Context: an optimization exercise on an open-source flow, tuned for small area and a short achievable clock period. The choices shown serve that exercise and are no tape-out recipe. RTL that was checked went through simulation tests only; none was proved equivalent to the original. Power is estimated from default activity; no workload was simulated.

## folding_2
module folding_2(Xn,Yn,a,b,clk,switch,rst);
input [15:0] Xn,a,b;
input clk,switch,rst;
output reg [15:0] Yn;
reg ph;                   
reg phn;                  
reg rq;                   
reg [7:0] bone, btwo, bneg;    
reg [15:0] yo;            
reg [15:0] h2, h3;        
reg [15:0] h4;            
reg [15:0] as_, ac;       
wire sh = phn | rq;       
genvar gk, gi;
wire [255:0] bpn;         
wire [7:0] negn = ~bneg;
wire [15:0] cn = rst ? 16'd0 : (switch ? b : a);    
wire [16:0] ce = {cn, 1'b0};
wire [7:0] eone, etwo, eneg;
generate for (gk = 0; gk < 8; gk = gk + 1) begin : g_bo
  assign eone[gk] = ce[2*gk+1] ^ ce[2*gk];
  assign etwo[gk] = (ce[2*gk+2] & ~ce[2*gk+1] & ~ce[2*gk]) | (~ce[2*gk+2] & ce[2*gk+1] & ce[2*gk]);
  assign eneg[gk] = ce[2*gk+2];
  bpp0 q0 (yo[0], bone[gk], bneg[gk], bpn[gk*16]);
  for (gi = 1; gi < 16 - 2*gk; gi = gi + 1) begin : g_bpi
    bpp q (yo[gi], yo[gi-1], bone[gk], btwo[gk], bneg[gk], bpn[gk*16 + gi]);
  end
end endgenerate
wire [15:0] asg = ~(as_ & {16{ph}});    
wire [15:0] acg = ~(ac & {16{ph}});
wire [15:0] tsn, tcn, ysum;
wire s1, k2;
wire s3, k4;
wire s5, k6;
wire s7, k8;
wire s9, k10;
wire s11, k12;
wire s13, k14;
wire s15, k16;
wire s17, k18;
wire s19, k20;
wire s21, k22;
wire s23, k24;
wire s25, k26;
wire s27, k28;
wire s29, k30;
wire s31, k32;
wire s33, k34;
wire s35, k36;
  ...
Size in the first run: roughly 680 cells after synthesis, about 140 flip-flops, roughly 67 I/O pins, ~8500 sq um of cells after synthesis.
export LEC_CHECK = 0
export ABC_CLOCK_PERIOD_IN_PS = 3000
export CAP_MARGIN = 20
export CORE_MARGIN = 2
export CORE_UTILIZATION = 40
export CTS_BUF_LIST = sky130_fd_sc_hd__clkbuf_4 sky130_fd_sc_hd__clkbuf_8
export SETUP_SLACK_MARGIN = 5
export SLEW_MARGIN = 20
export SYNTH_HIERARCHICAL = 1
export SYNTH_MINIMUM_KEEP_SIZE = 0
create_clock -name core_clock -period 8.0 [get_ports {clk}]
standard.sh (not shown) runs the stock make flow with config.mk's settings and CLKGATE_MAP_FILE= SYNTH_SCRIPT=/design/flow/synth_recipe.tcl, a recipe that flattens the netlist after the stock synthesis.
==> flow/flow/run.sh <==
#!/bin/bash
# Own flow: the standard ORFS flow (standard.sh) with two changes:
#  - ports are buffered with sky130_fd_sc_hd__buf_1 (the resizer upsizes them where timing needs it)
#  - CTS uses clkbuf_4/clkbuf_8 and inserts no dummy loads
# Every tool's output goes to standard.log in the work folder (ORFS also keeps its own logs in orfs/logs).
set -euo pipefail
export BUFFER_PORTS_ARGS="-buffer_cell sky130_fd_sc_hd__buf_1"
export CTS_ARGS="-sink_clustering_enable -repair_clock_nets -dont_use_dummy_load -buf_list {sky130_fd_sc_hd__clkbuf_4 sky130_fd_sc_hd__clkbuf_8}"
bash standard.sh > standard.log 2>&1
Edit:
--- a/flow/design.v
+++ b/flow/design.v
@@ -1,23 +1,23 @@
 module folding_2(Xn,Yn,a,b,clk,switch,rst);
 input [15:0] Xn,a,b;
 input clk,switch,rst;
 output reg [15:0] Yn;
 reg ph;                   
 reg phn;                  
 reg rq;                   
 reg [7:0] bone, btwo, bneg;    
 reg [15:0] yo;            
-reg [15:0] h2, h3;        
-reg [15:0] h4;            
+reg [15:0] h2, h3, h4;    
 reg [15:0] as_, ac;       
+reg [15:0] xr;            
 wire sh = phn | rq;       
 genvar gk, gi;
 wire [255:0] bpn;         
 wire [7:0] negn = ~bneg;
 wire [15:0] cn = rst ? 16'd0 : (switch ? b : a);    
 wire [16:0] ce = {cn, 1'b0};
 wire [7:0] eone, etwo, eneg;
 generate for (gk = 0; gk < 8; gk = gk + 1) begin : g_bo
   assign eone[gk] = ce[2*gk+1] ^ ce[2*gk];
   assign etwo[gk] = (ce[2*gk+2] & ~ce[2*gk+1] & ~ce[2*gk]) | (~ce[2*gk+2] & ce[2*gk+1] & ce[2*gk]);
   assign eneg[gk] = ce[2*gk+2];
@@ -185,38 +185,39 @@
 xnr z8 (x134, k116, x137);
 xnr z9 (k118, x135, x138);
 xnr z10 (x136, x137, x139);
 xnr z11 (k120, x138, x140);
 xnr z12 (k122, x139, x141);
 xnr z13 (x140, x141, x142);
 xnr z14 (k124, x142, x143);
 xnr z15 (k126, x143, x144);
 xnr z16 (x144, k128, x145);
 assign tsn = {x145, k112, k98, k84, k72, k60, k50, k40, k32, k24, k18, k12, k8, k4, k2, bpn[0]};
 assign tcn = {1'b1, s127, s111, s97, s83, s71, s59, s49, s39, s31, s23, s17, s11, s7, s3, s1};
-cpa u_cpa (as_, ac, h4, ysum);
+cpa u_cpa (as_, ac, xr, ysum);
 always @(posedge clk) begin
   ph <= ~switch;
   phn <= switch;
   rq <= rst;
   bone <= eone;
   btwo <= etwo;
   bneg <= eneg;
   yo <= sh ? h2 : h4;
   as_ <= ~tsn;
   ac <= ~tcn;
-  h4 <= phn ? h3 : Xn;
+  xr <= Xn;
   if (sh) begin
     Yn <= (rst | rq) ? 16'd0 : ysum;
     h2 <= Yn;
     h3 <= h2;
+    h4 <= h3;
   end
 end
 endmodule
 module fa (a, b, c, s, co);
 input a, b, c;
 output s, co;
 assign s = a ^ b ^ c;
 assign co = (a & b) | (a & c) | (b & c);
 endmodule
 module xnr (an, bn, sn);
 input an, bn;
- sequential share of layout area rises by 5.4 points
- synthesized area rises by about 3.3%
- clock skew falls by 0.0033 ns
- power falls by about 3%
- design area falls by about 1.7%
Function not checked in the first run of this note: the RTL went through the layout flow alone.

[port drivers added, routing unchanged]
How much do the figures lean on ideal ports? The routed layouts below were timed once more, with nothing changed but the port constraints.
Step 1, drivers: a clkbuf_16 drives clk and a buf_2 each remaining input, both assumed.
Step 2, shift: input delay + t, output delay - t, t = (earliest + latest rising clock arrival at the registers) / 2. This alone moves slack from input paths to output paths.
a / b / c = ideal / step 1 / step 2; a / b = the first two.
| run | t (ns) | slack for setup (ns) | worst setup path after step 2 | worst slew at a driven data input, ns | pins driven straight from the clock port |
|---|---|---|---|---|---|
| the first run | 0.482 | 5.080 / 5.080 / 4.847 | input to register | 0.05 | 1 |
| the second run | 0.481 | 5.026 / 5.026 / 4.865 | input to register | 0.03 | 1 |
After both steps every run listed still meets setup and hold. For the first run, which loses most, drivers alone change the setup slack by 0.000 ns; drivers and shift together by -0.233 ns.
